Source: an optimization exercise on an open RTL-to-GDS flow (aim: small area and a short achievable clock period). Production flows keep margins and buffers that such runs may drop. Function was checked by simulation only, so behaviour that the tests miss may differ from the original. Power and IR drop assume default switching activity.

Setup of job 480:
Design RGB_to_Gray, start of the top module:
module RGB_to_Gray(input CLK, input [7:0] R, input [7:0] G, input [7:0] B, input In_Valid, output reg [7:0] Gray, output reg Out_Valid);
Size in the first run: ~660 cells after synthesis, ~35 I/O pins, ~9400 um^2 of cells after synthesis.
clock: 16.0 ns
lec_check: 0
cap_margin: 20
core_margin: 2
core_utilization: 60
cts_buf_list: sky130_fd_sc_hd__clkbuf_8
place_density: 0.75
slew_margin: 20
synth_hierarchical: 1
synth_minimum_keep_size: 0
standard.sh (not shown) runs the stock make flow with config.mk's settings and CLKGATE_MAP_FILE= SYNTH_SCRIPT=/design/flow/synth_recipe.tcl, a recipe that flattens the netlist after the stock synthesis.
==> flow/flow/run.sh <==
#!/bin/bash
# Standard ORFS layout with the standard synthesis unchanged. Port buffers are
# sky130_fd_sc_hd__buf_2, and timing repair is asked to reach a setup slack of
# 11.95 ns at the design's own clock period and constraints.
set -euo pipefail
export SETUP_SLACK_MARGIN=11.95
export CTS_ARGS="-sink_clustering_enable -repair_clock_nets -dont_use_dummy_load -buf_list sky130_fd_sc_hd__clkbuf_16 -sink_buffer_max_cap_derate 0.3"
export BUFFER_PORTS_ARGS="-buffer_cell sky130_fd_sc_hd__buf_2"
bash standard.sh synth > synth.log 2>&1
bash standard.sh > layout.log 2>&1
Modified inputs, job 9892 compared to job 480
--- a/flow/flow/run.sh
+++ b/flow/flow/run.sh
@@ -5,5 +5,5 @@
 set -euo pipefail
 export SETUP_SLACK_MARGIN=11.95
-export CTS_ARGS="-sink_clustering_enable -repair_clock_nets -dont_use_dummy_load -buf_list sky130_fd_sc_hd__clkbuf_16 -sink_buffer_max_cap_derate 0.3"
+export CTS_ARGS="-repair_clock_nets -dont_use_dummy_load -buf_list sky130_fd_sc_hd__clkbuf_16 -distance_between_buffers 1000 -branching_point_buffers_distance 1000"
 export BUFFER_PORTS_ARGS="-buffer_cell sky130_fd_sc_hd__buf_2"
 bash standard.sh synth > synth.log 2>&1
Results
- Relative to job 480, met1 routing resource usage after global routing has decreased by 0.16 points in job 9892.
- Compared job 9892 against job 480; total area of sequential cells within noise.
- Job 9892 does worse than job 480 on setup slack.
- From job 480 to job 9892 the numbers moved as follows: synthesized netlist cell count neither gained nor lost much, number of non-clock buffers moved down, via density per instance did not really move, DRC marker count from the first detailed-route iteration went up, proportion of power drawn by combinational gates held steady.
- Final estimated routing congestion in global placement: job 9892 vs job 480 identical
- Register share of the cell area: job 9892 > job 480
- The wire length of job 9892 is lower than that of job 480.
--- input diff job 9892..job 7854 ---
--- a/flow/flow/run.sh
+++ b/flow/flow/run.sh
@@ -5,5 +5,5 @@
 set -euo pipefail
 export SETUP_SLACK_MARGIN=11.95
-export CTS_ARGS="-repair_clock_nets -dont_use_dummy_load -buf_list sky130_fd_sc_hd__clkbuf_16 -distance_between_buffers 1000 -branching_point_buffers_distance 1000"
+export CTS_ARGS="-sink_clustering_enable -repair_clock_nets -dont_use_dummy_load -buf_list sky130_fd_sc_hd__clkbuf_16 -num_static_layers 1"
 export BUFFER_PORTS_ARGS="-buffer_cell sky130_fd_sc_hd__buf_2"
 bash standard.sh synth > synth.log 2>&1
Job 7854 finished end to end and its layout was clean on timing, DRC and antenna. Job 7854 ended up with a lower share of the final layout cell area in multi-input gates than job 9892 did. On number of nets in the layout, job 9892 tracks job 7854 almost exactly. Job 7854 packs its core more tightly than job 9892. Setup slack: job 7854 more than job 9892. Net switching power of the design delta (job 7854 − job 9892): favourable.
The following lists how job 884 was set up differently from job 7854:
--- a/flow/flow/run.sh
+++ b/flow/flow/run.sh
@@ -5,5 +5,4 @@
 set -euo pipefail
 export SETUP_SLACK_MARGIN=11.95
-export CTS_ARGS="-sink_clustering_enable -repair_clock_nets -dont_use_dummy_load -buf_list sky130_fd_sc_hd__clkbuf_16 -num_static_layers 1"
 export BUFFER_PORTS_ARGS="-buffer_cell sky130_fd_sc_hd__buf_2"
 bash standard.sh synth > synth.log 2>&1
==> notes.md <==
| final area | job 884 vs job 7854 | about 1.2% lower |. Per the comparison of job 884 with job 7854, sequential power held steady; share of power burned in combinational logic climbed 1.0 points. Job 7854 and job 884 ended up with nearly the same power in combinational cells. Final critical delay including setup and external delays, job 7854 and job 884: higher on job 884. Per-cell via count in the routed design: job 7854 and job 884 compared, lower one is job 884. The run showing the greater wire length is job 7854. Routed length on met1 sits lower in job 884 than in job 7854. The share of cell area taken by multi-input logic gates reported for job 884 is greater than that of job 7854 by 0.73 points. Job 884 vs. job 7854: max-capacitance violation count now sits at about the same level; final total power down 45 uW.

-- separate check: timing with driven ports --
How much do the figures lean on ideal ports? The routed layouts below were timed once more, with nothing changed but the port constraints.
Step 1 (the two cells are an assumption about what drives the block):
set clk [get_ports {CLK}]
set_driving_cell -lib_cell sky130_fd_sc_hd__clkbuf_16 $clk
set_driving_cell -lib_cell sky130_fd_sc_hd__buf_2 [delete_from_list [all_inputs] $clk]
Step 2, shift: input delay + t, output delay - t, t = (earliest + latest rising clock arrival at the registers) / 2. This alone moves slack from input paths to output paths.
Slacks: no drivers / after step 1 / after step 2; pairs: no drivers / after step 1.
run	t, ns	slack for setup (ns)	worst setup path at the end	latest minus earliest clock arrival (ns)	worst data-port slew with drivers (ns)
job 480	0.460	11.944 / 11.901 / 12.039	register to register	0.018 / 0.018	0.03
job 9892	0.466	11.939 / 11.894 / 12.035	register to register	0.019 / 0.019	0.03
job 7854	0.464	11.944 / 11.899 / 12.019	register to register	0.021 / 0.022	0.03
job 884	0.494	11.913 / 11.873 / 12.018	register to register	0.015 / 0.016	0.03
After both steps every run listed still meets setup and hold.
